What follows belongs to an exercise in optimizing a design on an open flow for small area and a short achievable clock period; a production flow would make more cautious choices.
Where RTL was checked, it was by simulation tests only, not by an equivalence proof against the original.
The RTL of runs 1 and 3 was laid out without a check of its function.
No activity file was given, so power comes from the tool's default toggle rates.

[design/flow/design.v]
module AOI222(input a1, input b1, input a2, input b2, input a3, input b3, output y);
  assign y = ~((a1 & b1) | (a2 & b2) | (a3 & b3));
endmodule
module RdBit(input [31:1] sel, input [31:1] d, output y);
  wire [10:0] t;
  genvar g;
  generate for (g = 0; g < 10; g = g + 1) begin : grp
    AOI222 u (.a1(sel[3*g+1]), .b1(d[3*g+1]), .a2(sel[3*g+2]), .b2(d[3*g+2]),
              .a3(sel[3*g+3]), .b3(d[3*g+3]), .y(t[g]));
  end endgenerate
  assign t[10] = ~(sel[31] & d[31]);
  assign y = ~(&t);
endmodule
module RvTop(
  input         clock,
  input         reset,
  output        imem_valid,
  output [31:0] imem_addr,
  input  [31:0] imem_rdata,
  output        dmem_valid,
  output [31:0] dmem_addr,
  output [31:0] dmem_wdata,
  output [3:0]  dmem_wmask,
  output        dmem_we,
  input  [31:0] dmem_rdata,
  output        rvfi_valid,
  output [31:0] rvfi_insn,
  output [31:0] rvfi_pc,
  output [31:0] rvfi_mem_addr,
  output [3:0]  rvfi_mem_wmask,
  output [31:0] rvfi_mem_wdata
);
  localparam [6:0] OP_R = 7'h33, OP_I = 7'h13, OP_L = 7'h03, OP_S = 7'h23,
                   OP_B = 7'h63, OP_JAL = 7'h6f, OP_JALR = 7'h67,
                   OP_LUI = 7'h37, OP_AUIPC = 7'h17;
  reg [31:0] pc;
  reg [31:0] d_ins, d_pc;
  reg [31:0] e_ins, e_pc, e_r1, e_r2, e_bb;
  reg [31:0] m_ins, m_pc, m_alu, m_rd2;
  reg [31:0] w_ins, w_pc, w_alu, w_wd;
  reg [3:0]  w_mask;
  reg [1:0]  ld_off;
  reg [2:0]  ld_f3;
  reg [1:0]  hs;
  wire [6:0] d_op = d_ins[6:0];
  wire [6:0] e_op = e_ins[6:0];
  wire [6:0] m_op = m_ins[6:0];
  wire [6:0] w_op = w_ins[6:0];
  function automatic rw_of(input [6:0] op);
    rw_of = op == OP_R || op == OP_I || op == OP_L || op == OP_JAL ||
            op == OP_JALR || op == OP_LUI || op == OP_AUIPC;
  endfunction
  reg d_jal, d_jalr, d_br, d_ld;
  reg e_br, e_ld, e_st, e_rw, ei_u, ei_s, ei_i;
  reg m_ld, m_st, m_rw;
  reg w_ld, w_rw;
  wire [4:0] m_rd = m_ins[11:7];
  wire [4:0] w_rd = w_ins[11:7];
  reg        dv, m_acc;
  reg [3:0]  m_lanes;
  reg        m_l0_b1, m_l0_b2, m_l1_b0, m_l1_b2, m_l1_b3, m_l2_b0, m_l2_b1,
             m_l2_b3, m_l3_b0, m_l3_b1;
  assign dmem_valid = dv;
  assign dmem_addr  = m_acc ? m_alu : w_alu;
  assign dmem_we    = m_st;
  wire [1:0] off_sw = m_acc ? m_alu[1:0] : (w_ld ? w_alu[1:0] : 2'b00);
  wire [2:0] m_f3   = m_ins[14:12];
  wire [7:0] b0 = m_rd2[7:0], b1 = m_rd2[15:8], b2 = m_rd2[23:16], b3 = m_rd2[31:24];
  wire l0_b0 = ~m_l0_b1 & ~m_l0_b2;
  wire l1_b1 = ~m_l1_b0 & ~m_l1_b2 & ~m_l1_b3;
  wire l2_b2 = ~m_l2_b0 & ~m_l2_b1 & ~m_l2_b3;
  wire l3_b3 = ~m_l3_b0 & ~m_l3_b1;
  assign dmem_wdata[7:0]   = ({8{l0_b0}} & b0) | ({8{m_l0_b1}} & b1) | ({8{m_l0_b2}} & b2);
  assign dmem_wdata[15:8]  = ({8{m_l1_b0}} & b0) | ({8{l1_b1}} & b1) | ({8{m_l1_b2}} & b2) |
                             ({8{m_l1_b3}} & b3);
  assign dmem_wdata[23:16] = ({8{m_l2_b0}} & b0) | ({8{m_l2_b1}} & b1) | ({8{l2_b2}} & b2) |
                             ({8{m_l2_b3}} & b3);
  assign dmem_wdata[31:24] = ({8{m_l3_b0}} & b0) | ({8{m_l3_b1}} & b1) | ({8{l3_b3}} & b3);
  assign dmem_wmask = m_lanes;
  wire [3:0] m_mask = m_st ? m_lanes : 4'h0;
  wire [31:0] rdata = dmem_valid ? dmem_rdata : 32'h0;
  wire [7:0]  lb = ld_off == 2'd0 ? rdata[7:0] : ld_off == 2'd1 ? rdata[15:8] :
                   ld_off == 2'd2 ? rdata[23:16] : rdata[31:24];
  wire [15:0] lh = ld_off == 2'd0 ? rdata[15:0] : ld_off == 2'd1 ? rdata[23:8] :
                   rdata[31:16];
  wire ld_w = ld_f3 == 3'd2;
  wire ld_b = ld_f3 == 3'd0 || ld_f3 == 3'd4;
  wire ld_sx = ld_b ? ld_f3 == 3'd0 : ld_f3 != 3'd5;
  wire [31:0] rd_fmt = ld_w ? rdata :
                       ld_b ? {{24{ld_sx & lb[7]}}, lb} : {{16{ld_sx & lh[15]}}, lh};
  wire rsp_valid = hs == 2'd2;
  wire [31:0] wb_data = w_ld ? rd_fmt : w_alu;
  reg        wb2_we;
  reg [4:0]  wb2_rd;
  reg [31:0] wb2_d;
  wire [31:0] wen_dec = 32'b1 << wb2_rd;
  wire [31:1] rf_wen  = wb2_we ? wen_dec[31:1] : 31'h0;
  wire [4:0] d_rs1 = d_ins[19:15];
  wire [4:0] d_rs2 = d_ins[24:20];
  reg [1023:32] rf;
  reg [31:1]    rf_vld;
  wire [31:0] dec1 = 32'b1 << d_rs1;
  wire [31:0] dec2 = 32'b1 << d_rs2;
  wire [31:1] sel1 = dec1[31:1] & rf_vld;
  wire [31:1] sel2 = dec2[31:1] & rf_vld;
  wire [31:0] rfa, rfb;
  genvar gb, gk;
  generate for (gb = 0; gb < 32; gb = gb + 1) begin : rdb
    wire [31:1] col;
    for (gk = 1; gk < 32; gk = gk + 1) begin : c
      assign col[gk] = rf[gk*32 + gb];
    end
    RdBit p1 (.sel(sel1), .d(col), .y(rfa[gb]));
    RdBit p2 (.sel(sel2), .d(col), .y(rfb[gb]));
  end endgenerate
  integer k;
  always @(posedge clock) begin
    for (k = 1; k < 32; k = k + 1)
      if (rf_wen[k]) rf[k*32 +: 32] <= wb2_d;
    if (reset) rf_vld <= 31'h0;
    else rf_vld <= rf_vld | rf_wen;
  end
  wire [31:0] rf1 = (wb2_we && wb2_rd == d_rs1) ? wb2_d : rfa;
  wire [31:0] rf2 = (wb2_we && wb2_rd == d_rs2) ? wb2_d : rfb;
  wire hit1 = w_rw & (w_rd == d_rs1);
  wire hit2 = w_rw & (w_rd == d_rs2);
  wire [31:0] bra = (d_rs1 == 5'd3 || d_rs1 == 5'd5) ? wb_data :
                    d_rs1 == 5'd4 ? rd_fmt : rf1;
  wire [31:0] brb = (d_rs2 == 5'd3 || d_rs2 == 5'd5) ? wb_data :
                    d_rs2 == 5'd4 ? rd_fmt : rf2;
  wire [31:0] rd1_n = d_br ? bra : (hit1 ? w_alu : rf1);
  wire [31:0] rd2_n = hit2 ? wb_data : rf2;
  wire [31:0] d_jimm = {{12{d_ins[31]}}, d_ins[19:12], d_ins[20], d_ins[30:21], 1'b0};
  wire [31:0] d_iimm = {{20{d_ins[31]}}, d_ins[31:20]};
  wire stall = d_jal | d_jalr | d_br | d_ld | e_br | e_ld;
  reg iv;
  assign imem_valid = iv;
  assign imem_addr  = {8'h0, pc[25:2]};
  wire [4:0] e_rs1 = e_ins[19:15];
  wire [4:0] e_rs2 = e_ins[24:20];
  wire [2:0] e_f3  = e_ins[14:12];
  wire       e_f7  = e_ins[30];
  reg s1_pc, s1_m, s1_w, s1_r;
  reg s2_imm, s2_m, s2_w, s2_r;
  reg fb_m, fb_w;
  reg c_sum, c_usub, c_sll, c_srl, c_lt, c_xor, c_or, c_and, c_pass;
  reg ba_m, ba_w, bb_m, bb_w;
  wire [4:0] e_rd  = e_ins[11:7];
  wire n_fa1 = e_rw & (e_rd != 5'd0) & (e_rd == d_rs1);
  wire n_fa2 = ~n_fa1 & m_rw & (m_rd != 5'd0) & (m_rd == d_rs1);
  wire n_fb1 = e_rw & (e_rd != 5'd0) & (e_rd == d_rs2);
  wire n_fb2 = ~n_fb1 & m_rw & (m_rd != 5'd0) & (m_rd == d_rs2);
  wire d_auipc = d_op == OP_AUIPC;
  wire d_lui   = d_op == OP_LUI;
  wire d_opb   = d_op == OP_I || d_op == OP_S || d_op == OP_L || d_op == OP_JALR || d_lui || d_auipc;
  wire d_a0    = d_lui | d_auipc;
  wire [2:0] d_f3 = d_ins[14:12];
  wire d_f7  = d_ins[30];
  wire d_R   = d_op == OP_R;
  wire d_I   = d_op == OP_I;
  wire d_J   = d_jal | d_jalr;
  wire d_other = ~d_R & ~d_I & ~d_J & ~d_br;
  wire d_base  = d_I | (d_R & ~d_f7);
  wire n_add = (d_base & d_f3 == 3'd0) | d_other;
  wire n_sub = d_R & d_f7 & d_f3 == 3'd0;
  wire n_sll = d_base & d_f3 == 3'd1;
  wire n_lt  = d_base & (d_f3 == 3'd2 || d_f3 == 3'd3);
  wire n_xor = d_base & d_f3 == 3'd4;
  wire n_srl = (d_I | d_R) & d_f3 == 3'd5;
  wire n_or  = d_base & d_f3 == 3'd6;
  wire n_and = d_base & d_f3 == 3'd7;
  always @(posedge clock) begin
    if (reset) begin
      {s1_pc, s1_m, s1_w, s1_r} <= 4'b0000;
      {s2_imm, s2_m, s2_w, s2_r} <= 4'b0001;
      {fb_m, fb_w} <= 2'b00;
      {c_sum, c_usub, c_sll, c_srl, c_lt, c_xor, c_or, c_and, c_pass} <= 9'b100000000;
      {ba_m, ba_w, bb_m, bb_w} <= 4'b0000;
      {d_jal, d_jalr, d_br, d_ld} <= 4'b0000;
      {iv, dv, m_acc, w_nz} <= 4'b1000;
      m_lanes <= 4'hf;
      {m_l0_b1, m_l0_b2, m_l1_b0, m_l1_b2, m_l1_b3, m_l2_b0, m_l2_b1, m_l2_b3,
       m_l3_b0, m_l3_b1} <= 10'h0;
      {e_br, e_ld, e_st, e_rw, ei_u, ei_s, ei_i} <= 7'b0000001;
      {m_ld, m_st, m_rw, w_ld, w_rw} <= 5'b00000;
    end else begin
      d_jal  <= n_dj;
      d_jalr <= n_djr;
      d_br   <= n_db;
      d_ld   <= n_dl;
      iv     <= ~n_stall;
      dv     <= e_ld | e_st | m_ld;
      m_acc  <= e_ld | e_st;
      w_nz   <= m_ins != 32'h0;
      m_lanes <= st_lanes;
      m_l0_b1 <= st_b & st_off != 2'd0;
      m_l0_b2 <= st_h & st_off != 2'd0;
      m_l1_b0 <= (st_b | st_h) & st_off == 2'd1;
      m_l1_b2 <= st_b & st_off[1];
      m_l1_b3 <= st_h & st_off[1];
      m_l2_b0 <= (st_b & st_off == 2'd2) | (st_h & st_off[1]);
      m_l2_b1 <= st_h & st_off == 2'd1;
      m_l2_b3 <= st_b & st_off == 2'd3;
      m_l3_b0 <= st_b & st_off == 2'd3;
      m_l3_b1 <= st_h & st_off[1];
      e_br <= d_br;
      e_ld <= d_ld;
      e_st <= d_op == OP_S;
      e_rw <= rw_of(d_op);
      ei_u <= d_a0;
      ei_s <= d_op == OP_S;
      ei_i <= ~d_a0 & ~d_br & (d_op != OP_S);
      m_ld <= e_ld;
      m_st <= e_st;
      m_rw <= e_rw;
      w_ld <= m_ld;
      w_rw <= m_rw;
      s1_pc <= d_auipc | d_br;
      s1_m  <= n_fa1 & ~d_a0 & ~d_br;
      s1_w  <= n_fa2 & ~d_a0 & ~d_br;
      s1_r  <= ~n_fa1 & ~n_fa2 & ~d_a0 & ~d_br & (d_rs1 != 5'd0);
      s2_imm <= d_opb | d_br;
      s2_m  <= n_fb1 & ~d_opb & ~d_br;
      s2_w  <= n_fb2 & ~d_opb & ~d_br;
      s2_r  <= ~n_fb1 & ~n_fb2 & ~d_opb & ~d_br;
      fb_m  <= n_fb1;
      fb_w  <= n_fb2;
      c_sum <= n_add | n_sub;
      c_usub <= n_sub | n_lt;
      c_sll <= n_sll;
      c_srl <= n_srl;
      c_lt  <= n_lt;
      c_xor <= n_xor;
      c_or  <= n_or;
      c_and <= n_and;
      c_pass <= d_J;
      ba_m <= d_rs1 == 5'd1;
      ba_w <= d_rs1 == 5'd2;
      bb_m <= d_rs2 == 5'd1;
      bb_w <= d_rs2 == 5'd2;
    end
  end
  wire [31:0] fwd_b = fb_m ? m_alu : fb_w ? w_alu : e_r2;
  wire [31:0] e_imm =
      ({32{ei_u}} & {e_ins[31:12], 12'h0}) |
      ({32{ei_s}} & {{20{e_ins[31]}}, e_ins[31:25], e_ins[11:7]}) |
      ({32{e_br}} & {{20{e_ins[31]}}, e_ins[7], e_ins[30:25], e_ins[11:8], 1'b0}) |
      ({32{ei_i}} & {{20{e_ins[31]}}, e_ins[31:20]});
  wire [31:0] op1 = ({32{s1_pc}} & e_pc) | ({32{s1_m}} & m_alu) |
                    ({32{s1_w}} & w_alu) | ({32{s1_r}} & e_r1);
  wire [31:0] op2 = ({32{s2_imm}} & e_imm) | ({32{s2_m}} & m_alu) |
                    ({32{s2_w}} & w_alu) | ({32{s2_r}} & e_r2);
  wire [32:0] addsub = {1'b0, op1} + {1'b0, op2 ^ {32{c_usub}}} + {32'h0, c_usub};
  wire lt = ~addsub[32];
  reg [31:0] op1_rev, shr_rev;
  integer i;
  always @* for (i = 0; i < 32; i = i + 1) op1_rev[i] = op1[31 - i];
  wire [31:0] sh_in  = c_sll ? op1_rev : op1;
  wire [31:0] shr    = sh_in >> op2[4:0];
  always @* for (i = 0; i < 32; i = i + 1) shr_rev[i] = shr[31 - i];
  wire [31:0] aluout =
      ({32{c_sum}} & addsub[31:0]) |
      ({32{c_sll}} & shr_rev) |
      ({32{c_srl}} & shr) |
      ({32{c_lt}}  & {31'h0, lt}) |
      ({32{c_xor}} & (op1 ^ op2)) |
      ({32{c_or}}  & (op1 | op2)) |
      ({32{c_and}} & (op1 & op2)) |
      ({32{c_pass}} & op1);
  wire [1:0] st_off = op1[1:0] + e_imm[1:0];
  wire [2:0] e_f3s  = e_ins[14:12];
  wire st_b = e_f3s == 3'd0;
  wire st_h = e_f3s == 3'd1;
  reg  [3:0] st_lanes;
  always @* begin
    if (st_b) st_lanes = 4'b0001 << st_off;
    else if (st_h) st_lanes = st_off == 2'd0 ? 4'h3 : st_off == 2'd1 ? 4'h6 : 4'hc;
    else st_lanes = 4'hf;
  end
  wire [6:0] if_op = imem_rdata[6:0];
  wire n_dj   = ~stall & (if_op == OP_JAL);
  wire n_djr  = ~stall & (if_op == OP_JALR);
  wire n_db   = ~stall & (if_op == OP_B);
  wire n_dl   = ~stall & (if_op == OP_L);
  wire n_stall = n_dj | n_djr | n_db | n_dl | d_br | d_ld;
  wire [31:0] ba = ba_m ? m_alu : ba_w ? w_alu : e_r1;
  wire [31:0] bb = bb_m ? m_alu : bb_w ? w_alu : e_bb;
  wire b_eq  = ba == bb;
  wire [32:0] b_diff = {1'b0, ba} + {1'b0, ~bb} + 33'd1;
  wire b_ltu = ~b_diff[32];
  wire b_lt  = b_ltu ^ ba[31] ^ bb[31];
  reg  b_take;
  always @* begin
    case (e_f3)
      3'd0: b_take = b_eq;
      3'd1: b_take = ~b_eq;
      3'd4: b_take = b_lt;
      3'd5: b_take = ~b_lt;
      3'd6: b_take = b_ltu;
      3'd7: b_take = ~b_ltu;
      default: b_take = 1'b0;
    endcase
  end
  wire taken = e_br & b_take;
  wire [31:0] pc_n = taken ? addsub[31:0] :
                     d_jal ? d_pc + d_jimm :
                     d_jalr ? d_iimm :
                     (d_br | d_ld | e_br | e_ld) ? pc : pc + 32'd4;
  reg w_nz;
  assign rvfi_valid     = w_nz;
  assign rvfi_insn      = w_ins;
  assign rvfi_pc        = w_pc;
  assign rvfi_mem_addr  = w_alu;
  assign rvfi_mem_wmask = w_mask;
  assign rvfi_mem_wdata = w_wd;
  always @(posedge clock) begin
    if (reset) begin
      pc    <= 32'hfffffffc;
      d_ins <= 32'h0;
      e_ins <= 32'h0;
      e_r2  <= 32'h0;
      m_ins <= 32'h0;
      m_alu <= 32'h0;
      w_ins <= 32'h0;
    end else begin
      pc    <= pc_n;
      d_ins <= stall ? 32'h0 : imem_rdata;
      e_ins <= d_ins;
      e_r2  <= rd2_n;
      m_ins <= e_ins;
      m_alu <= aluout;
      w_ins <= m_ins;
    end
    d_pc   <= pc;
    e_pc   <= d_pc;
    e_r1   <= rd1_n;
    e_bb   <= brb;
    m_pc   <= e_pc;
    m_rd2  <= fwd_b;
    w_pc   <= m_pc;
    w_alu  <= m_alu;
    w_wd   <= m_rd2;
    w_mask <= m_mask;
    wb2_rd <= w_rd;
    wb2_d  <= wb_data;
  end
  always @(posedge clock) begin
    if (reset) begin
      wb2_we <= 1'b0;
      ld_off <= 2'h0;
      ld_f3  <= 3'h0;
      hs     <= 2'h0;
    end else begin
      wb2_we <= w_rw & (w_rd != 5'd0);
      if (~rsp_valid) begin
        ld_off <= off_sw;
        ld_f3  <= m_f3;
      end
      if (hs == 2'd0 || hs == 2'd2) hs <= 2'd1;
      else if (hs == 2'd1 && dmem_valid) hs <= 2'd2;
    end
  end
endmodule
[design/flow/flow/run.sh]
#!/bin/bash
set -euo pipefail
bash standard.sh SETUP_SLACK_MARGIN=6.5 \
  "BUFFER_PORTS_ARGS=-buffer_cell sky130_fd_sc_hd__buf_2" finish > make_finish.log 2>&1
[design/flow/standard.sh]
#!/bin/bash
# synth_recipe.tcl (not shown) runs the flow's synth.tcl, then flattens the netlist and writes it again
# the make line also repeats each setting of config.mk as NAME=value (left out here)
make -C /OpenROAD-flow-scripts/flow DESIGN_CONFIG=/design/flow/config.mk WORK_HOME=/design/flow/orfs CLKGATE_MAP_FILE= SYNTH_SCRIPT=/design/flow/synth_recipe.tcl "${@:-finish}"
[design/flow/config.mk]
export PLATFORM = sky130hd
export DESIGN_NAME = RvTop
export DESIGN_NICKNAME = RvTop
export VERILOG_FILES = /design/flow/design.v
export SDC_FILE = /design/flow/constraint.sdc
export NUM_CORES = 4
export LEC_CHECK = 0
export CAP_MARGIN = 20
export CORE_MARGIN = 2
export CORE_UTILIZATION = 50
export CTS_BUF_LIST = sky130_fd_sc_hd__clkbuf_8
export PLACE_DENSITY = 0.6
export SLEW_MARGIN = 20
export SYNTH_HIERARCHICAL = 1
export SYNTH_MINIMUM_KEEP_SIZE = 0
[design/flow/constraint.sdc]
create_clock -name core_clock -period 10.0 [get_ports {clock}]
set_input_delay 2.0000 -clock core_clock [delete_from_list [all_inputs] [get_ports {clock}]]
set_output_delay 2.0000 -clock core_clock [all_outputs]
set_load 0.01 [all_outputs]
==> flow_summary.toml, run 1 <==
[setup_path]
worst_setup_path_end_kind = "register"
crit_end = "m_alu[28]$_SDFF_PP0_"
cp_data_required_time_ns = 10.86
cp.arrival_ns = 5.03
r2r_setup_slack_ns = 5.83
worstReg2RegEnd = "m_alu[28]$_SDFF_PP0_"
crit_path_start_kind = "register"
r2r_start = "s2_m$_SDFF_PP0_"
crit_start = "s2_m$_SDFF_PP0_"
critPathMaxFanout = 5
path_class = "register to register"
reg2reg_depth = 16

[sta]
min_period_ns = 4.17
fin_setup_tns_ns = 0
hold_violations = 0
slew_viol_final = 0
finalSetupViolations = 0
clock.fmax_ghz = 0.240
min_period_over_period_pct = 41.7
slew_headroom_pct = 21.9
clock_skew_ns = 0.106
worst-slew-pin-transition_ns = 1.16
rsz0062_at_grt = "yes"

[cells_and_area]
layout-drive-gt1-share_pct = 25.4
largest_reg_flops = 992
area_growth_pct = 22.4
nets = 6995
regMostFlops = "rf"
final_cell_mix = "992 x edfxtp_1, 687 x a222oi_1, 527 x nand2_1"
final_common_cell = "edfxtp_1"
fin_util_pct = 61.5
nFillCells = 11595

[drt]
routedLengthMet1_um = 116000
routed_wl_um = 329000
wl_met2_um = 149000
vias_per_cell = 7.08
detail-route-antenna-nets = 0
met3RoutedLength_um = 37600
drt_iter0_markers = 12234
wl_per_cell_um = 37.0
route.detailed.drc = 0
top_layer = "met5"
vias = 62861
firstDrtPassIters = 12

[pwr]
leakage_uw = 0.0336
p_sw_uw = 3760
worst_ir_drop_vdd_v = 0.000132
p_clk_share_pct = 40.5
pwr-share-seq_pct = 51.0
switching_share_pct = 25.3
power.density_nw_per_um2 = 167
p_int_uw = 11100
pwr-share-comb_pct = 8.4

[clock_network]
clk_latency_ns = 1.03
cts.sinks = 1638
path_clk_slew_ns = 0.07
cts_root_buf = "clkbuf_8"
cts_made_buffers = 291
htreeDepth = 5
cts_max_path_buffers = 4
cts_tree = "built"

[synth]
netlist_area_um2 = 72800
synth_cell_types = 87
async_reset_ff_share_pct = 0
synth_edf_count = 992
seq_area_frac_synth_pct = 58.7
yosysWarnings = 7
synth_top_flop_cell = "edfxtp_1"
synth_area_per_cell_um2 = 12.1
ys_ff_latch = 1638
synth_cells = 6025

[floorplan]
core_area_um2 = 145000
rows = 140
die_h_um = 386
dieArea_um2 = 149000
start_util_pct = 50.2
fp.dieW_um = 386
ios = 302

[global_routing]
grt_max_degree = 71
grt.overflow.total = 0
grt_first_pass_wirelength_um = 441000
grt_pass1_vias = 58174
track_usage_pct = 41.8
grt_antenna_before_repair = 18

[placed_design]
place_hpwl_um = 212000
gp_congestion = 1.07
io_buffers = 293

[run_status]
outcome = "finished clean"

[run]
drv_cap = 0

[worst_hold_path]
hold_path.class = "register to register"
## power groups by stage
stage,clock [µW],combinational (µW),sequential (µW)
2_1_floorplan,0,740,7580
3_3_place_gp,0,1020,7740
3_5_place_dp,0,1030,7740
4_1_cts,6040,1200,7570
5_1_grt,6340,1350,7580
6_report,6020,1250,7580
## worst max-delay path: stages (launching register included)
cell	delay [ns]
dfxtp_4	0.39
buf_8	0.16
a222oi_1	0.71
nand3_1	0.28
xnor2_1	0.19
ha_2	0.44
buf_6	0.12
nand2_2	0.04
o211ai_1	0.26
a211oi_4	0.14
a2111oi_4	0.43
o21ai_2	0.13
a21boi_1	0.16
nor2_1	0.07
xnor2_1	0.23
nand2_1	0.11
a41oi_2	0.17
## how the worst min path moves through the flow
stage	start	slack (ns)	endpoint	cells past startpoint
after floorplan	m_pc[0]$_DFF_P_	0.31	w_pc[0]$_DFF_P_	0
after global placement	m_pc[10]$_DFF_P_	0.31	w_pc[10]$_DFF_P_	0
after detailed placement	m_pc[12]$_DFF_P_	0.31	w_pc[12]$_DFF_P_	0
after CTS	m_pc[12]$_DFF_P_	0.33	w_pc[12]$_DFF_P_	0
after global routing	m_pc[28]$_DFF_P_	0.33	w_pc[28]$_DFF_P_	0
final	m_pc[28]$_DFF_P_	0.32	w_pc[28]$_DFF_P_	0
## modules after synthesis, one instance, submodules excluded
module	cell area, µm²	cells inside	flip-flops and latches	times used
AOI222	10.0	1	0	640
RdBit	27.5	4	0	64
RvTop	64700	5129	1638	1
## Yosys cell counts, types with 9 or more instances
cell type	count	share of area (%)
and3_1	85	0.73
mux4_1	9	0.32
a31oi_1	20	0.17
a2111o_1	64	0.99
a21oi_1	231	1.6
or3_1	12	0.10
a21o_1	31	0.32
nand2_1	564	2.9
clkbuf_1	229	1.2
nand2b_1	11	0.095
ha_1	159	2.7
o31ai_1	9	0.093
buf_2	16	0.11
xor2_1	60	0.72
nand3_1	68	0.47
nor3_1	42	0.29
mux4_2	14	0.43
nor2_1	382	2.0
a222oi_1	687	9.4
a22oi_1	95	0.98
or2_2	11	0.095
nor2b_1	122	1.0
o21ai_0	323	2.2
o21a_1	15	0.15
a22o_1	11	0.13
xnor2_1	95	1.1
dfxtp_1	646	18
inv_1	112	0.58
a211oi_1	54	0.56
mux2_2	71	1.1
edfxtp_1	992	41
nand4_1	145	1.2
o211ai_1	45	0.46
nor4_1	21	0.18
buf_4	34	0.35
mux2i_1	241	3.3
o22ai_1	19	0.16
buf_1	37	0.19
a221oi_1	55	0.66
and2_1	54	0.46
## metal layers
| layer | vias up | GRT usage (%) |
|---|---|---|
| met4 | 14 | 24.6 |
| met5 | - | 0 |
| li1 | 25988 | - |
| met2 | 4946 | 66.3 |
| met3 | 1068 | 9.26 |
| met1 | 30845 | 52.4 |
## metrics by stage
step	total power [µW]	cell area, µm²	setup slack (ns)	std cells	hold WS (ns)
finish	14800	89100	5.83	8881	0.324
global route	15300	89100	5.81	8879	0.331
CTS	14800	86700	5.93	8772	0.325
detailed placement	8770	77200	5.08	8088	0.312
global placement	8760	77200	4.49	8088	0.310
floorplan	8320	73300	6.34	6032	0.310
## kinds of logic (layout without fill, tap and decap cells)
| family | count (synthesis) | in the layout | synth area share, % |
|---|---|---|---|
| other cells | 1 | 15 | 0.00515 |
| buf+inv | 440 | 1363 | 2.55 |
| flops | 1638 | 1638 | 58.7 |
| compound gates | 1749 | 1749 | 19.0 |
| mux | 335 | 335 | 5.17 |
| fa+ha+maj | 161 | 161 | 2.79 |
| simple gates | 1546 | 1548 | 9.91 |
| xor+xnor | 155 | 155 | 1.86 |
## what timing repair did
item | 4_1_cts | 5_1_grt
gates resized for setup | 616 | 301
pin swaps | 154 | 158
setup buffers | 188 | 82
hold buffers | 0 | 0
gates cloned | 14 | 20
setup endpoints to repair | 293 | 231
## layout make-up
type	instances	area [µm²]	share of cell area, %
sequential	1638	43100	48.4
clock buffer	330	4540	5.10
clock inverter	152	878	0.985
antenna	7	17.5	0.0197
timing repair inverter	1	8.76	0.00983
multi-input combinational	3956	30800	34.5
tap	1917	2400	2.69
inverter	118	492	0.552
timing repair buffer	762	6900	7.74
==> run 2: changes to the inputs <==
--- a/design/flow/design.v
+++ b/design/flow/design.v
@@ -90,11 +90,8 @@
                        ld_b ? {{24{ld_sx & lb[7]}}, lb} : {{16{ld_sx & lh[15]}}, lh};
   wire rsp_valid = hs == 2'd2;
   wire [31:0] wb_data = w_ld ? rd_fmt : w_alu;
-  reg        wb2_we;
-  reg [4:0]  wb2_rd;
-  reg [31:0] wb2_d;
-  wire [31:0] wen_dec = 32'b1 << wb2_rd;
-  wire [31:1] rf_wen  = wb2_we ? wen_dec[31:1] : 31'h0;
+  wire [31:0] wen_dec = 32'b1 << w_rd;
+  wire [31:1] rf_wen  = w_rw ? wen_dec[31:1] : 31'h0;
   wire [4:0] d_rs1 = d_ins[19:15];
   wire [4:0] d_rs2 = d_ins[24:20];
   reg [1023:32] rf;
@@ -116,12 +113,12 @@
   integer k;
   always @(posedge clock) begin
     for (k = 1; k < 32; k = k + 1)
-      if (rf_wen[k]) rf[k*32 +: 32] <= wb2_d;
+      if (rf_wen[k]) rf[k*32 +: 32] <= wb_data;
     if (reset) rf_vld <= 31'h0;
     else rf_vld <= rf_vld | rf_wen;
   end
-  wire [31:0] rf1 = (wb2_we && wb2_rd == d_rs1) ? wb2_d : rfa;
-  wire [31:0] rf2 = (wb2_we && wb2_rd == d_rs2) ? wb2_d : rfb;
+  wire [31:0] rf1 = rfa;
+  wire [31:0] rf2 = rfb;
   wire hit1 = w_rw & (w_rd == d_rs1);
   wire hit2 = w_rw & (w_rd == d_rs2);
   wire [31:0] bra = (d_rs1 == 5'd3 || d_rs1 == 5'd5) ? wb_data :
@@ -341,17 +338,13 @@
     w_alu  <= m_alu;
     w_wd   <= m_rd2;
     w_mask <= m_mask;
-    wb2_rd <= w_rd;
-    wb2_d  <= wb_data;
   end
   always @(posedge clock) begin
     if (reset) begin
-      wb2_we <= 1'b0;
       ld_off <= 2'h0;
       ld_f3  <= 3'h0;
       hs     <= 2'h0;
     end else begin
-      wb2_we <= w_rw & (w_rd != 5'd0);
       if (~rsp_valid) begin
         ld_off <= off_sw;
         ld_f3  <= m_f3;
==> flow_summary.toml, run 2 <==
[floorplan]
rows = 138
dieArea_um2 = 146000
core_area_um2 = 142000
die_h_um = 382
start_util_pct = 50.3
ios = 302
fp.dieW_um = 382

[placed_design]
io_buffers = 293
gp_congestion = 1.07
place_hpwl_um = 222000

[run]
drv_cap = 0

[synth]
synth_top_area_cell = "edfxtp_1"
synth.area.top_cells = "edfxtp_1 42%, dfxtp_1 17%, a222oi_1 9.7%, nand2_1 3.0%, ha_1 2.8%"
synth_cell_types = 104
synthMuxAreaShare_pct = 4.15
synthSimpleGateAreaFrac_pct = 9.94
synth_common_cells = "992 x edfxtp_1, 690 x a222oi_1, 608 x dfxtp_1"
synth_cells = 5852
async_reset_ff_share_pct = 0
synth_area_per_cell_um2 = 12.2
synth_top_family_by_area = "compound AO/OA/AOI/OAI gates"
synth_fa_ha_area_share_pct = 2.85
yosysWarnings = 7
synth_top_flop_cell = "edfxtp_1"
ys_ff_latch = 1600
synth_top_area_share_pct = 41.8
synth_compound_area_share_pct = 19.7
netlist_area_um2 = 71300
synth_xor_area_share_pct = 1.85
yosysMostFrequentCell = "edfxtp_1"
synth_edf_count = 992
seq_area_frac_synth_pct = 58.9

[sta]
clock.fmax_ghz = 0.238
slew_viol_final = 0
clock_skew_ns = 0.122
fin_setup_tns_ns = 0
hold_violations = 0
finalSetupViolations = 0
worst-slew-pin-transition_ns = 1.34
min_period_over_period_pct = 42.1
slew_headroom_pct = 9.71
rsz0062_at_grt = "yes"
min_period_ns = 4.21

[cells_and_area]
final_cell_mix = "992 x edfxtp_1, 690 x a222oi_1, 496 x nand2_1"
nets = 6965
multi_input_area_um2 = 31000
seqCellArea_um2 = 42300
layout-drive-gt1-share_pct = 28.3
area_growth_pct = 26.2
largest_reg_flops = 992
regMostFlops = "rf"
final_common_cell = "edfxtp_1"
nFillCells = 11147
fin_util_pct = 63.5

[global_routing]
grt_first_pass_wirelength_um = 484000
grt_pass1_vias = 59807
grt_antenna_before_repair = 26
track_usage_pct = 48.1
grt_max_degree = 68
grt.overflow.total = 0

[setup_path]
cpPeakStageDelay_ns = 0.41
cp_data_required_time_ns = 8.00
worst_setup_path_end_kind = "primary output"
cp.arrival_ns = 2.21
path_cells = "buf_12 -> buf_12 -> mux2_4 -> buf_6"
crit_path_start_kind = "register"
path_class = "register to primary output"
path_common_cell = "buf_12"
critPathMaxFanout = 4
critPathSlowestCell = "dfxtp_4"

[clock_network]
clk_latency_ns = 1.05
cts_made_buffers = 284
ctsHoldBuffers = 0
htreeDepth = 5
path_clk_slew_ns = 0.07
cts_root_buf = "clkbuf_8"
cts_max_path_buffers = 4
cts_tree = "built"
cts.sinks = 1600

[pwr]
power.density_nw_per_um2 = 162
worst_ir_drop_vdd_v = 0.000146
leakage_uw = 0.0334

[drt]
drt_iter0_markers = 17440
vias_per_cell = 7.58
routed_wl_um = 372000
detail-route-antenna-nets = 0
firstDrtPassIters = 17
vias = 66996
route.detailed.drc = 0
wl_per_cell_um = 42.1

[worst_hold_path]
hold_path.class = "register to register"

[run_status]
outcome = "finished clean"
==> run 2: layout make-up <==
cell class	count	area share (%)
Sequential cell	1600	47.1
Clock buffer	318	4.87
Tap cell	1890	2.63
Multi-Input combinational cell	3859	34.5
Timing Repair Buffer	879	9.41
Timing Repair inverter	4	0.0320
Clock inverter	154	0.866
Antenna cell	19	0.0529
Inverter	110	0.528
==> run 2: through the flow <==
step           instance area [µm²]  hold WS [ns]  setup slack (ns)  std cells  power [µW]
6_report                     89900         0.321              5.79       8833       14500
2_1_floorplan                71800         0.310              5.88       5859        8160
3_3_place_gp                 75700         0.312              4.66       7899        8620
3_5_place_dp                 75700         0.312              4.71       7899        8630
4_1_cts                      86800         0.322              5.80       8652       14400
5_1_grt                      89800         0.323              5.77       8815       14900
==> run 2: repair_timing <==
| action | CTS | global route |
|---|---|---|
| endpoints found under the setup margin | 1013 | 813 |
| buffers inserted | 245 | 146 |
| pin swaps | 186 | 207 |
| gates cloned | 36 | 16 |
| resized for setup | 827 | 342 |
==> run 2: where the power goes <==
part	internal, µW	switching, µW	leakage, µW	total (µW)
Sequential	7170	293	0.0143	7460
Combinational	564	764	0.0161	1330
Clock	3020	2730	0.00294	5750
Total	10700	3790	0.0334	14500
==> run 2: path summary, 6_finish.rpt <==
| check | from | end | slack, ns | cells past startpoint |
|---|---|---|---|---|
| max | m_acc$_SDFF_PP0_ | dmem_addr[5] | 5.79 | 4 |
| min | m_pc[14]$_DFF_P_ | w_pc[14]$_DFF_P_ | 0.32 | 0 |
| max reg2reg | s2_m$_SDFF_PP0_ | m_alu[0]$_SDFF_PP0_ | 5.89 | 12 |
| min reg2reg | m_pc[14]$_DFF_P_ | w_pc[14]$_DFF_P_ | 0.32 | 0 |
==> run 2: Yosys stat by module, one instance, submodules excluded <==
module  flops+latches  area, µm²  cells inside
RvTop            1600      63100          4956
AOI222              0       10.0             1
RdBit               0       27.5             4
==> run 2: routing by layer <==
layer	track usage (%)	wire [µm]	share of wire [%]	vias to the layer above
met1	62.3	130000	35	32241
met5	0.761	408	0.11	-
met3	26.8	74400	20	1669
met2	62.5	140000	38	7309
met4	26.8	27700	7.4	28
li1	-	-	-	25749
==> run 2: worst max-delay path: cells and delay by family, from the launching register on <==
kind / cells / cell delay (ns)
multiplexers: 1 / 0.36
buffers and inverters: 3 / 0.41
flip-flops: 1 / 0.41
==> run 2: cells by family after synthesis <==
family          Yosys count
flops                  1600
other cells               1
fa+ha+maj               161
xor+xnor                150
simple gates           1508
buf+inv                 424
mux                     256
compound gates         1752
==> run 3: changes to the inputs <==
--- a/design/flow/design.v
+++ b/design/flow/design.v
@@ -11,6 +11,9 @@
   assign t[10] = ~(sel[31] & d[31]);
   assign y = ~(&t);
 endmodule
+module WMux(input we, input nwe, input d, input q, output y);
+  assign y = (we & d) | (nwe & q);
+endmodule
 module RvTop(
   input         clock,
   input         reset,
@@ -110,10 +113,16 @@
     RdBit p1 (.sel(sel1), .d(col), .y(rfa[gb]));
     RdBit p2 (.sel(sel2), .d(col), .y(rfb[gb]));
   end endgenerate
-  integer k;
+  wire [1023:32] rf_d;
+  generate for (gk = 1; gk < 32; gk = gk + 1) begin : wr
+    wire nwe = ~rf_wen[gk];
+    for (gb = 0; gb < 32; gb = gb + 1) begin : b
+      WMux m (.we(rf_wen[gk]), .nwe(nwe), .d(wb_data[gb]), .q(rf[gk*32 + gb]),
+              .y(rf_d[gk*32 + gb]));
+    end
+  end endgenerate
   always @(posedge clock) begin
-    for (k = 1; k < 32; k = k + 1)
-      if (rf_wen[k]) rf[k*32 +: 32] <= wb_data;
+    rf <= rf_d;
     if (reset) rf_vld <= 31'h0;
     else rf_vld <= rf_vld | rf_wen;
   end
==> design/flow/flow/run.sh (replaced) <==
#!/bin/bash
set -euo pipefail
bash standard.sh SETUP_SLACK_MARGIN=6.0 \
  "BUFFER_PORTS_ARGS=-buffer_cell sky130_fd_sc_hd__buf_2" finish > make_finish.log 2>&1
==> flow_summary.toml, run 3 <==
[drt]
detail-route-antenna-nets = 0
firstDrtPassIters = 13
drt_iter0_markers = 17642
routed_wl_um = 360000
vias = 72159
wl_per_cell_um = 37.4
route.detailed.drc = 0
vias_per_cell = 7.51

[synth]
synth_top_area_share_pct = 45.6
netlist_area_um2 = 70200
synth_area_per_cell_um2 = 10.2
synth_cell_types = 101
yosysWarnings = 7
synth_top_flop_cell = "dfxtp_1"
synth_common_cells = "1,600 x dfxtp_1, 996 x a22o_1, 688 x a222oi_1"
ys_ff_latch = 1600
synth_top_area_cell = "dfxtp_1"
synth_cells = 6856
synth_edf_count = 0
synth.area.top_cells = "dfxtp_1 46%, a22o_1 12%, a222oi_1 9.8%, mux2i_1 3.1%, nand2_1 3.0%"
yosysMostFrequentCell = "dfxtp_1"
async_reset_ff_share_pct = 0
seq_area_frac_synth_pct = 45.6

[global_routing]
grt_antenna_before_repair = 27
grt.overflow.total = 0
grt_max_degree = 87
grt_pass1_vias = 64939
track_usage_pct = 47.4
grt_first_pass_wirelength_um = 491000

[placed_design]
dpl.cell_count = 8957
place_hpwl_um = 229000
gp_congestion = 1.10
io_buffers = 293

[clock_network]
cts.sinks = 1600
clk_latency_ns = 1.04
ctsHoldBuffers = 0
cts_tree = "built"
cts_max_path_buffers = 4
path_clk_slew_ns = 0.07
cts_made_buffers = 284
htreeDepth = 5
cts_root_buf = "clkbuf_8"

[cells_and_area]
final_common_cell = "dfxtp_1"
nets = 7759
area_growth_pct = 20.1
stdcell_count = 9606
layout-drive-gt1-share_pct = 19.4
nFillCells = 11849
final_cell_mix = "1,542 x dfxtp_1, 995 x a22o_1, 688 x a222oi_1"
largest_reg_flops = 992
regMostFlops = "rf"

[sta]
slew_headroom_pct = 14.2
worst-slew-pin-transition_ns = 1.29
clock.fmax_ghz = 0.222
fin_setup_tns_ns = 0
min_period_over_period_pct = 45.1
hold_violations = 0
rsz0062_at_grt = "yes"
finalSetupViolations = 0
slew_viol_final = 0
min_period_ns = 4.51
clock_skew_ns = 0.0792

[run_status]
outcome = "finished clean"

[setup_path]
path_class = "register to register"
worst_setup_path_end_kind = "register"
path_cells = "buf_12 -> a222oi_1 -> nand2_1 -> xnor2_1 -> ha_1 -> nand2_2 -> nor2_4 -> and2_4 -> o311ai_4 -> buf_12 -> a311oi_4 -> o211ai_1 -> a31oi_1 -> xor2_1 -> buf_4 -> a221oi_2 -> nor2_1"
crit_path_start_kind = "register"
cp_data_required_time_ns = 10.85
cp.arrival_ns = 5.37
path_common_cell = "buf_12"
crit_buf_inv = 3
crit_family = "compound AO/OA/AOI/OAI gates"
critPathSlowestCell = "a222oi_1"
cpPeakStageDelay_ns = 1.02
critPathMaxFanout = 5

[pwr]
worst_ir_drop_vdd_v = 0.000173
leakage_uw = 0.0336
power.density_nw_per_um2 = 169
p_total_uw = 14200

[run]
drv_cap = 0

[floorplan]
fp.dieW_um = 379
dieArea_um2 = 143000
ios = 302
rows = 137
start_util_pct = 50.3
core_area_um2 = 139000
die_h_um = 379

[worst_hold_path]
hold_path.class = "register to register"
## run 3: changes by cell type in the layout (fill, tap and decap cells not counted), moves of 42 or more
cell,before,now
a22o_1,12,995
buf_6,195,82
edfxtp_1,992,0
nand2_1,496,538
buf_2,179,250
buf_4,385,315
dfxtp_4,87,21
dfxtp_1,482,1542
buf_12,75,21
## run 3: final cells by class
type | count | area, µm² | share of cell area (%)
timing repair inverter | 1 | 11.3 | 0.0134
clock buffer | 356 | 4900 | 5.82
antenna | 12 | 30.0 | 0.0356
inverter | 148 | 616 | 0.731
multi-input combinational | 4806 | 38000 | 45.1
timing repair buffer | 691 | 5470 | 6.50
tap | 1876 | 2350 | 2.79
sequential | 1600 | 32200 | 38.2
clock inverter | 116 | 741 | 0.879
## run 3: where the power goes
group / internal, µW / switching, µW / total (µW)
combinational: 444 / 646 / 1090
sequential: 6590 / 291 / 6890
clock: 3420 / 2820 / 6240
total: 10500 / 3760 / 14200
## run 3: per-layer routing
metal  GRT usage [%]  share of wire (%)  vias to the layer above
li1                -                  -                    29302
met1            63.5                 38                    35041
met2            62.9                 38                     6573
met3            21.9                 17                     1219
met4            23.9                6.0                       24
met5               0              0.046                        -
## run 3: modules after synthesis (local to each module, per instance)
module  cells inside  flip-flops and latches  copies in the design  area (µm²)
AOI222             1                       0                   640        10.0
RvTop           4968                    1600                     1       53300
WMux               1                       0                   992        8.76
RdBit              4                       0                    64        27.5
## run 3: worst paths after layout
check                 startpoint                    to  slack (ns)  cells after the start
max          m_alu[7]$_SDFF_PP0_  m_alu[24]$_SDFF_PP0_        5.49                     17
min reg2reg      m_pc[4]$_DFF_P_       w_pc[4]$_DFF_P_        0.32                      0
max reg2reg  m_alu[7]$_SDFF_PP0_  m_alu[24]$_SDFF_PP0_        5.49                     17
min              m_pc[4]$_DFF_P_       w_pc[4]$_DFF_P_        0.32                      0
## run 3: per-stage QoR
| stage | cell area [µm²] | utilization [%] | setup WS [ns] | hold slack, ns |
|---|---|---|---|---|
| CTS | 82500 | 59.2 | 5.80 | 0.323 |
| finish | 84200 | 60.5 | 5.49 | 0.322 |
| floorplan | 70400 | - | 6.00 | 0.310 |
| global placement | 74700 | 53.6 | 4.66 | 0.310 |
| detailed placement | 74800 | 53.7 | 4.64 | 0.312 |
| global route | 84200 | 60.4 | 5.47 | 0.325 |
## run 3: kinds of logic after synthesis
kind of cell,after synthesis,share of synthesized area (%)
and+or+nand+nor,1508,10.1
AOI/OAI and AO/OA,2686,31.9
other,1,0.00534
buffers and inverters,458,2.71
muxes,297,4.96
DFF,1600,45.6
adders and majority gates,161,2.89
xor gates and xnor gates,145,1.81
## run 3: timing repair
item | 4_1_cts | 5_1_grt
endpoints found under the hold margin | 0 | 0
buffers inserted | 90 | 60
setup endpoints to repair | 163 | 211
resized for setup | 278 | 218
pin swaps | 112 | 88
cloned | 4 | 4

## afterwards: timing with drivers on the ports
In the flow no input, the clock included, has a driving cell. The finished layouts below were timed again as built, in two steps.
Step 1 (the two cells are an assumption about what drives the block):
set clk [get_ports {clock}]
set_driving_cell -lib_cell sky130_fd_sc_hd__clkbuf_16 $clk
set_driving_cell -lib_cell sky130_fd_sc_hd__buf_2 [delete_from_list [all_inputs] $clk]
Step 2, shift: input delay + t, output delay - t, t = (earliest + latest rising clock arrival at the registers) / 2. This alone moves slack from input paths to output paths.
a / b / c = ideal ports / drivers / drivers and shift; a / b = the first two.
| run | t (ns) | setup slack, ns | hold WS [ns] | clock arrival spread, ns | worst data-port slew with drivers (ns) |
|---|---|---|---|---|---|
| run 1 | 1.052 | 5.830 / 5.792 / 5.524 | 0.324 / 0.324 / 0.324 | 0.107 / 0.107 | 0.07 |
| run 2 | 1.079 | 5.790 / 5.703 / 5.183 | 0.321 / 0.321 / 0.321 | 0.125 / 0.125 | 0.10 |
| run 3 | 1.080 | 5.486 / 5.486 / 4.995 | 0.322 / 0.322 / 0.322 | 0.083 / 0.082 | 0.04 |
After both steps setup and hold are still met in every run listed. For run 2, which loses most, drivers alone change the setup slack by -0.087 ns; drivers and shift together by -0.607 ns.
